Background: an optimization exercise with open tools, aiming at small area and a short achievable clock period. Do not read the settings as production practice.
Where RTL was checked, it was by simulation tests only, not by an equivalence proof against the original.
Power is estimated from default activity; no workload was simulated.

== run 1 ==
// top
module top (
    input         clk,
    input  [15:0] x,
    input  [15:0] y,
    output reg [31:0] Q_p
);
==> flow/config.mk <==
export PLATFORM = sky130hd
export DESIGN_NAME = top
export DESIGN_NICKNAME = top
export VERILOG_FILES = /design/flow/design.v
export SDC_FILE = /design/flow/constraint.sdc
export NUM_CORES = 8
export LEC_CHECK = 0
export CAP_MARGIN = 20
export CORE_MARGIN = 2
export CORE_UTILIZATION = 40
export SLEW_MARGIN = 20
==> flow/constraint.sdc <==
create_clock -name core_clock -period 14.0 [get_ports {clk}]
set_input_delay 2.8000 -clock core_clock [delete_from_list [all_inputs] [get_ports {clk}]]
set_output_delay 2.8000 -clock core_clock [all_outputs]
set_load 0.01 [all_outputs]
standard.sh (not shown) runs the stock make flow with config.mk's settings and CLKGATE_MAP_FILE= SYNTH_SCRIPT=/design/flow/synth_recipe.tcl, a recipe that flattens the netlist after the stock synthesis.
==> flow/flow/run.sh <==
#!/bin/bash
# Own layout flow: the standard ORFS flow with a different ABC mapping script for synthesis,
# smaller port buffers and timing repair aimed below the clock period (a setup margin).
# Every tool's output goes to a log file in the work folder (and ORFS's own logs under orfs/logs).
set -euo pipefail
WORK=$(pwd)
FLOWDIR=$WORK/flow
source $FLOWDIR/settings.sh

cp config.mk my_config.mk
cat >> my_config.mk <<EOC
export SETUP_SLACK_MARGIN = ${SETUP_MARGIN}
export TNS_END_PERCENT = 100
export BUFFER_PORTS_ARGS = -buffer_cell ${PORT_BUF}
EOC
[ -n "${EXTRA_MK:-}" ] && printf '%s\n' "$EXTRA_MK" >> my_config.mk

# synthesis script: the standard flow's, with abc's script replaced
{
  echo "proc abc {args} {"
  echo "  set i [lsearch -exact \$args -script]"
  echo "  if {\$i >= 0} { lset args [expr {\$i + 1}] $FLOWDIR/${ABC_SCRIPT} }"
  echo "  yosys abc {*}\$args"
  echo "}"
  cat synth_recipe.tcl
} > my_synth.tcl

make -C "$FLOW_HOME" DESIGN_CONFIG=$WORK/my_config.mk WORK_HOME=$WORK/orfs CLKGATE_MAP_FILE= \
  SYNTH_SCRIPT=$WORK/my_synth.tcl finish > $WORK/make_finish.log 2>&1

RES=$WORK/orfs/results/$FLOW_PLATFORM/top/base
: # left out here: write the final layout as DEF
==> flow/flow/area.abc <==
strash; dch -f; map -D 3000; topo; stime -p
==> flow/flow/s_area.abc <==
strash; dch -f; map -a; topo; stime -p
==> flow/flow/settings.sh <==
SETUP_MARGIN=0
PORT_BUF=sky130_fd_sc_hd__buf_1
ABC_SCRIPT=s_area.abc
The final layout from run 1, which completed every stage, passed the timing, DRC and antenna checks at the end of the flow.
The inputs of run 2 differ from those of run 1 as listed below.
==> flow/flow/settings.sh <==
SETUP_MARGIN=7
PORT_BUF=sky130_fd_sc_hd__buf_1
ABC_SCRIPT=area.abc
Going from run 1 to run 2, cell area grew slightly.
Worst slack at placement ended up 0.17 ns higher on run 2 than on run 1.
In run 2, core utilization is higher than in run 1.
> inputs changed (run 2 -> run 3)
==> flow/flow/settings.sh <==
SETUP_MARGIN=9
PORT_BUF=sky130_fd_sc_hd__buf_1
ABC_SCRIPT=area.abc
removed: flow/flow/s_area.abc
- The number of global-route vias before repair in run 3 sits 585 above the value recorded for run 2.
- | final area | run 3 vs run 2 | 0.0016 mm2 higher |
- Run 3 vs run 2: post-placement cell count down slightly
- Going from run 2 to run 3, wire length higher, setup slack after layout grew by 1.21 ns, share of the cycle needed by the critical path after routing lost 8.6 points.
- The clock buffer count reported for run 3 is smaller than that of run 2 by 3.
Here is what was changed in the inputs of run 4 compared with run 3.
==> flow/flow/s_area.abc (new file) <==
strash; dch -f; map -a; topo; stime -p
==> flow/flow/settings.sh <==
SETUP_MARGIN=6
PORT_BUF=sky130_fd_sc_hd__buf_1
ABC_SCRIPT=s_area.abc
==> results.txt <==
Of run 4 and run 3, the lower final routed wirelength across all metal layers belongs to run 4. Taking run 3 as the reference, in run 4 final area -0.0017 mm2; data arrival time of the critical path increased 1.66 ns. | worst supply voltage drop on vdd | run 4 vs run 3 | 11% lower |.
Function was not checked in any run of this note: the RTL went through the layout flow alone.

---

Another version of the RTL of top (not shown whole).
Size: roughly 880 cells after synthesis, about 65 I/O pins, about 0.0059 sq mm of cells after synthesis.
Settings: LEC_CHECK=0, CAP_MARGIN=20, CORE_MARGIN=2, CORE_UTILIZATION=40, SLEW_MARGIN=20; clock period 14.0 ns.
==> flow/flow/run.sh <==
#!/bin/bash
# Own layout flow: the standard ORFS flow with these changes:
#  - synthesis keeps the modules named in KEEP (flattened again at the end, as the standard flow's script
#    does) so that ABC maps each with a script of its own (ABC_PLAN: module:script pairs);
#  - ports get PORT_BUF buffers;
#  - timing repair aims SETUP_MARGIN ns below the clock period.
# Every tool's output goes to a log file in the work folder (and ORFS's own logs under orfs/logs).
set -euo pipefail
WORK=$(pwd)
FLOWDIR=$WORK/flow
source $FLOWDIR/settings.sh

cp config.mk my_config.mk
cat >> my_config.mk <<EOC
export SETUP_SLACK_MARGIN = ${SETUP_MARGIN}
export TNS_END_PERCENT = 100
export BUFFER_PORTS_ARGS = -buffer_cell ${PORT_BUF}
export SYNTH_KEEP_MODULES = ${KEEP:-}
EOC
[ -n "${EXTRA_MK:-}" ] && printf '%b\n' "$EXTRA_MK" >> my_config.mk

# synthesis script: the standard flow's, with abc run once per module of ABC_PLAN, each with its own script
{
  echo "proc abc {args} {"
  echo "  set i [lsearch -exact \$args -script]"
  echo "  foreach {mod scr} {${ABC_PLAN}} {"
  echo "    set a \$args"
  echo "    lset a [expr {\$i + 1}] $FLOWDIR/\$scr"
  echo "    yosys abc {*}\$a \$mod"
  echo "  }"
  echo "}"
  cat synth_recipe.tcl
} > my_synth.tcl

make -C "$FLOW_HOME" DESIGN_CONFIG=$WORK/my_config.mk WORK_HOME=$WORK/orfs CLKGATE_MAP_FILE= \
  SYNTH_SCRIPT=$WORK/my_synth.tcl finish > $WORK/make_finish.log 2>&1

RES=$WORK/orfs/results/$FLOW_PLATFORM/top/base
: # left out here: write the final layout as DEF
==> flow/flow/add.abc <==
strash; dch -f; map -D 1300; topo; buffer -N 8; upsize -D 1300; dnsize -D 1300; stime -p
==> flow/flow/amap.abc <==
strash; dch -f; amap
==> flow/flow/exp.abc <==
strash; dch -f; map -D 900; topo; buffer -N 8; upsize -D 900; dnsize -D 900; stime -p
==> flow/flow/fast.abc <==
strash; dch -f; map -D 700; topo; buffer -N 6; upsize -D 700; dnsize -D 700; stime -p
==> flow/flow/mid.abc <==
strash; dch -f; map -D 2600 -f; topo; buffer -N 8; upsize -D 2600; dnsize -D 2600; stime -p
==> flow/flow/settings.sh <==
SETUP_MARGIN=9
PORT_BUF=sky130_fd_sc_hd__buf_1
KEEP="roba_in roba_exp roba_shl_a roba_shl_b roba_add"
ABC_PLAN="roba_in fast.abc roba_exp exp.abc roba_shl_a amap.abc roba_shl_b amap.abc roba_add add.abc top amap.abc"
EXTRA_MK='export ADDER_MAP_FILE ='
==> flow/flow/u2500.abc <==
strash; dch -f; map -D 2500 -f; topo; buffer -N 8; upsize -D 2500; dnsize -D 2500; stime -p
==> flow/flow/u3000.abc <==
strash; dch -f; map -D 3000 -f; topo; buffer -N 8; upsize -D 3000; dnsize -D 3000; stime -p
The baseline finished clean.
==> next run, changes <==
--- a/flow/flow/settings.sh
+++ b/flow/flow/settings.sh
@@ -1 +1 @@
-SETUP_MARGIN=9
+SETUP_MARGIN=9.5
The new run finished with timing, DRC and antenna clean.
Wire length grows by about 4.4%.
Worst setup slack improved by 0.27 ns.
Core utilization grows by 2.1 points.
Total power shrinks by 1.8%.
Final cell count grows by about 1.2%.
Function was not checked in any run of this note: the RTL went through the layout flow alone.

---

Another version of the RTL of top (not shown whole).
Size in the first run: about 810 cells after synthesis, ~65 I/O pins, about 5600 um^2 of cells after synthesis.
Settings: LEC_CHECK=0, CAP_MARGIN=20, CORE_MARGIN=2, CORE_UTILIZATION=40, SLEW_MARGIN=20; clock period 14.0 ns.
==> flow/flow/gate.abc <==
strash; map -a
==> flow/flow/settings.sh <==
SETUP_MARGIN=9.25
PORT_BUF=sky130_fd_sc_hd__buf_1
KEEP="roba_exp g_inv g_nand2 g_nor2 g_xor2 g_xnor2 g_a21oi g_o21ai g_o22ai g_nor3 g_nor4 g_and4 g_a31oi g_a41oi"
ABC_PLAN="roba_exp exp.abc g_* gate.abc top amap.abc"
EXTRA_MK='export ADDER_MAP_FILE =
export CTS_BUF_LIST = sky130_fd_sc_hd__clkbuf_8
export CTS_CLUSTER_SIZE = 32
export CTS_CLUSTER_DIAMETER = 60'
Scripts as last shown in full above: flow/flow/run.sh, flow/flow/amap.abc, flow/flow/exp.abc, flow/flow/fast.abc
Change:
==> flow/flow/settings.sh (replaced) <==
SETUP_MARGIN=9.5
PORT_BUF=sky130_fd_sc_hd__buf_1
KEEP="roba_exp g_inv g_nand2 g_nor2 g_xor2 g_xnor2 g_a21oi g_o21ai g_o22ai g_nor3 g_nor4 g_and4 g_a31oi g_a41oi"
ABC_PLAN="roba_exp exp.abc g_* gate.abc top amap.abc"
EXTRA_MK='export ADDER_MAP_FILE =
export CTS_BUF_LIST = sky130_fd_sc_hd__clkbuf_16
export CTS_CLUSTER_SIZE = 64
export CTS_CLUSTER_DIAMETER = 200'
What happened:
- worst setup slack gets better by 0.23 ns
- core utilization grows by 1.8 points
- power rose by a little under a tenth
- combinational power came out higher slightly
- final area rises by a few percent
- routed wire length increases by a few percent
- final cell count stays flat
- synthesized area is unchanged
- critical path depth shrinks by 18
- sequential cell count is unchanged
- count of clock-buffer cells in the layout is lower by 2
Change:
==> flow/flow/settings.sh (replaced) <==
SETUP_MARGIN=9.5
PORT_BUF=sky130_fd_sc_hd__buf_1
KEEP="roba_exp g_inv g_nand2 g_nor2 g_xor2 g_xnor2 g_a21oi g_o21ai g_o22ai g_nor3 g_nor4 g_and4 g_a31oi g_a41oi"
ABC_PLAN="roba_exp exp.abc g_* gate.abc top amap.abc"
EXTRA_MK='export ADDER_MAP_FILE =
export CTS_BUF_LIST = sky130_fd_sc_hd__clkbuf_8
export CTS_CLUSTER_SIZE = 32
export CTS_CLUSTER_DIAMETER = 60
export CORE_UTILIZATION = 65'
Cell area goes down by about 2.5%.
Synthesized cell count does not change.
Non-clock buffer count goes down by 7.
Setup slack is worse by 0.14 ns.
Wire length goes up by 6.7%.
Flip-flop and latch count stays the same.
Fmax goes down by 3.2%.
Change:
--- a/flow/flow/settings.sh
+++ b/flow/flow/settings.sh
@@ -6,4 +6,3 @@
 export CTS_BUF_LIST = sky130_fd_sc_hd__clkbuf_8
 export CTS_CLUSTER_SIZE = 32
-export CTS_CLUSTER_DIAMETER = 60
-export CORE_UTILIZATION = 65'
+export CTS_CLUSTER_DIAMETER = 60'
What happened: Worst hold slack loses 0.058 ns. Final area is higher slightly. Routed wire length drops by a few percent. Die area is higher by well over a third. Synthesized cell count is unchanged. Core utilization is lower by 31 points. Final cell count rose by a little under a tenth. Fmax came out higher by a few percent. Power drops by a few percent.

## afterwards: timing with drivers on the ports
The results above use ideal ports. As a check the final layouts listed here were re-extracted and re-timed, cells and wires unchanged. Step 1 sets driving cells, clkbuf_16 on the clock port and buf_2 on the other inputs (assumed; they add their load-dependent delay and slew). Step 2, shift: input delay + t, output delay - t, t = (earliest + latest rising clock arrival at the registers) / 2. This alone moves slack from input paths to output paths. Three values: no drivers, after step 1, after step 2; two values: the first two.
run | t, ns | setup slack, ns | worst setup path at the end | latest minus earliest clock arrival (ns) | worst data-port slew with drivers (ns)
run 1 | 0.382 | 7.037 / 7.037 / 7.037 | register to register | 0.012 / 0.012 | 0.04
run 2 | 0.379 | 7.592 / 7.592 / 7.592 | register to register | 0.004 / 0.004 | 0.03
run 3 | 0.392 | 8.799 / 8.799 / 8.799 | register to register | 0.012 / 0.012 | 0.03
run 4 | 0.382 | 7.182 / 7.182 / 7.182 | register to register | 0.012 / 0.012 | 0.04
the first run of note 2 | 0.380 | 9.418 / 9.418 / 9.418 | register to register | 0.003 / 0.004 | 0.05
the second run of note 2 | 0.387 | 9.689 / 9.689 / 9.612 | input to register | 0.008 / 0.007 | 0.05
the first run of note 3 | 0.404 | 9.500 / 9.500 / 9.170 | input to register | 0.016 / 0.016 | 0.03
the second run of note 3 | 0.386 | 9.732 / 9.755 / 9.370 | input to register | 0.012 / 0.011 | 0.03
the third run of note 3 | 0.389 | 9.590 / 9.590 / 9.410 | input to register | 0.007 / 0.007 | 0.03
the fourth run of note 3 | 0.405 | 9.761 / 9.776 / 9.371 | input to register | 0.019 / 0.019 | 0.03
After both steps every run listed still meets setup and hold. For the fourth run of note 3, which loses most, drivers alone change the setup slack by +0.015 ns; drivers and shift together by -0.390 ns.
